Context: an optimization exercise on an open-source flow, tuned for small area and a short achievable clock period. The choices shown serve that exercise and are no tape-out recipe.
RTL that was checked went through simulation tests only; none was proved equivalent to the original.

the previous run:
// FilterPipe
module FilterPipe (
    input  wire         clk,
    input  wire         rst,
    input  wire         in_valid,
    input  wire [2:0]   op_code,
    input  wire [1:0]   matrix_size,
    input  wire [199:0] matrix_a,
    input  wire [199:0] matrix_b,
    input  wire [199:0] matrix_c,
    output reg          out_valid,
    output reg  [7:0]   result
);
    wire m2 = matrix_size[1] | matrix_size[0];
    wire m3 = matrix_size[1];
    wire m4 = matrix_size[1] & matrix_size[0];
    wire [199:0] am;
    genvar e;
    generate
        for (e = 0; e < 25; e = e + 1) begin : g_mask
            localparam integer R = e / 5;
            localparam integer C = e % 5;
            localparam integer MX = (R > C) ? R : C;
            if (MX <= 1) begin : g_all
                assign am[8*e +: 8] = matrix_a[8*e +: 8];
            end else if (MX == 2) begin : g_2
                assign am[8*e +: 8] = matrix_a[8*e +: 8] & {8{m2}};
            end else if (MX == 3) begin : g_3
                assign am[8*e +: 8] = matrix_a[8*e +: 8] & {8{m3}};
            end else begin : g_4
                assign am[8*e +: 8] = matrix_a[8*e +: 8] & {8{m4}};
            end
        end
    endgenerate
    reg         v_r, is6_r, is7_r;
    reg [199:0] a_r, b_r, c_r;
    always @(posedge clk) begin
        if (rst) v_r <= 1'b0;
  ...
Size: about 6900 cells after synthesis, roughly 620 I/O pins, roughly 0.089 mm2 of cells after synthesis.
==> flow/config.mk <==
export PLATFORM = sky130hd
export DESIGN_NAME = FilterPipe
export DESIGN_NICKNAME = FilterPipe
export VERILOG_FILES = /design/flow/design.v
export SDC_FILE = /design/flow/constraint.sdc
export NUM_CORES = 8
export LEC_CHECK = 0
export CAP_MARGIN = 20
export CORE_MARGIN = 2
export CORE_UTILIZATION = 30
export CTS_CLUSTER_DIAMETER = 60
export CTS_CLUSTER_SIZE = 20
export PLACE_DENSITY_LB_ADDON = 0.1
export SLEW_MARGIN = 20
export SYNTH_HIERARCHICAL = 1
==> flow/constraint.sdc <==
create_clock -name core_clock -period 190.0 [get_ports {clk}]
set_input_delay 38.0000 -clock core_clock [delete_from_list [all_inputs] [get_ports {clk}]]
set_output_delay 38.0000 -clock core_clock [all_outputs]
set_load 0.01 [all_outputs]
standard.sh (not shown) runs the stock make flow with config.mk's settings and CLKGATE_MAP_FILE= SYNTH_SCRIPT=/design/flow/synth_recipe.tcl, a recipe that flattens the netlist after the stock synthesis.
==> flow/flow/run.sh <==
#!/bin/bash
# The standard layout (the standard.sh: ORFS synthesis to finish), with the
# port buffers that global placement inserts made sky130_fd_sc_hd__buf_1 cells
# instead of the cell buffer_ports picks by default.
set -euo pipefail
export BUFFER_PORTS_ARGS="-buffer_cell sky130_fd_sc_hd__buf_1"
bash standard.sh finish > standard.log 2>&1
## Diff of input files: the current run against the previous run
Settings: an added CELL_PAD_IN_SITES_DETAIL_PLACEMENT of 1; a change of CTS_CLUSTER_SIZE from 20 to 30; a change of CORE_UTILIZATION from 30 to 40; an added GPL_TIMING_DRIVEN of 0; a change of CTS_CLUSTER_DIAMETER from 60 to 80.
==> flow/flow/run.sh <==
#!/bin/bash
# The standard layout (the standard.sh: ORFS from synthesis to finish) with
# two changes: the buffers that ABC inserted are removed at floorplan
# (REMOVE_ABC_BUFFERS=1, as global placement is not timing driven here), and
# the port buffers that global placement inserts are sky130_fd_sc_hd__buf_1.
# make's output goes to standard.log; ORFS keeps each step's log under orfs/logs.
set -euo pipefail
export BUFFER_PORTS_ARGS="-buffer_cell sky130_fd_sc_hd__buf_1"
bash standard.sh REMOVE_ABC_BUFFERS=1 finish > standard.log 2>&1
- The current run ended with more average wire length per cell after detail routing than the previous run.
- Compared with the previous run, the current run shows a count of plain and timing-repair buffers in the layout that is about 23% lower.
- The die used by the current run is smaller than the one used by the previous run.
- Against the previous run, the current run comes in about 3.2% lower on cell area.
- The current run reports a lower routed wire length than the previous run does.

---

Setup of red:
Another version of the RTL of FilterPipe (not shown whole).
For scale: about 620 I/O pins.
clock: 190.0 ns
lec_check: 0
cap_margin: 20
core_margin: 2
core_utilization: 40
place_density_lb_addon: 0.1
slew_margin: 20
synth_hierarchical: 1
run.sh (not shown) runs the stock make flow with config.mk's settings and CLKGATE_MAP_FILE= SYNTH_SCRIPT=/design/flow/synth_recipe.tcl, a recipe that flattens the netlist after the stock synthesis.
Stock flow here: none of the scripts above is used.
Edits applied to the flow inputs when going from red to orange:
==> flow/flow/run.sh (new file) <==
#!/bin/bash
# The standard layout (the standard.sh: ORFS synthesis to finish), with the
# port buffers that global placement inserts made sky130_fd_sc_hd__buf_1 cells
# instead of the cell buffer_ports picks by default.
set -euo pipefail
export BUFFER_PORTS_ARGS="-buffer_cell sky130_fd_sc_hd__buf_1"
bash standard.sh finish > standard.log 2>&1
==> flow/standard.sh (new file) <==
#!/bin/bash
# synth_recipe.tcl (not shown) runs the flow's synth.tcl, then flattens the netlist and writes it again
# the make line also repeats each setting of config.mk as NAME=value (left out here)
make -C /OpenROAD-flow-scripts/flow DESIGN_CONFIG=/design/flow/config.mk WORK_HOME=/design/flow/orfs CLKGATE_MAP_FILE= SYNTH_SCRIPT=/design/flow/synth_recipe.tcl "${@:-finish}"
removed: flow/run.sh
## What came out
red finished every step from synthesis to the final layout, and the layout passed the timing, design-rule and antenna checks.
orange completed end to end with timing, DRC and antenna clean.
red was larger in final cell area than orange.
When the final numbers for red and orange were put side by side, the via count turned out to be smaller in orange.
On orange: worst reg-to-reg path cell count is 5.1% lower than what red gave.
Detailed placement HPWL (orange over red): decrease, 4.7%
On number of inverters outside the clock class in the layout, red tracks orange almost exactly.
Taking red as the reference, in orange relative area change from synthesis to final layout dropped 4.0 points, fmax climbed 0.24 MHz.
Worst-case hold slack for orange: 0.029 ns up relative to red
Diff red -> orange: post-route non-filler standard cell count flat.
No run of this note included a check of the RTL's function; only the layout flow was run.

## what the ideal ports hide
How much do the figures lean on ideal ports? The routed layouts below were timed once more, with nothing changed but the port constraints. Step 1 sets driving cells, clkbuf_16 on the clock port and buf_2 on the other inputs (assumed; they add their load-dependent delay and slew). Step 2 also shifts input and output timing later by t, the mid clock arrival at the registers, as if the neighbouring blocks saw the same clock. Slacks: ideal ports / drivers / drivers and shift; pairs: ideal ports / drivers.
| run | t, ns | setup slack, ns | latest minus earliest clock arrival (ns) | worst slew at a driven data input, ns |
|---|---|---|---|---|
| the previous run | 0.853 | 150.762 / 150.663 / 149.996 | 0.029 / 0.030 | 0.10 |
| the current run | 0.802 | 150.800 / 150.695 / 150.351 | 0.032 / 0.031 | 0.11 |
| red | 0.827 | 150.392 / 150.295 / 150.097 | 0.067 / 0.067 | 0.12 |
| orange | 0.833 | 150.768 / 150.668 / 150.076 | 0.036 / 0.035 | 0.14 |
After both steps every run listed still meets setup and hold. For the previous run, which loses most, drivers alone change the setup slack by -0.099 ns; drivers and shift together by -0.766 ns.
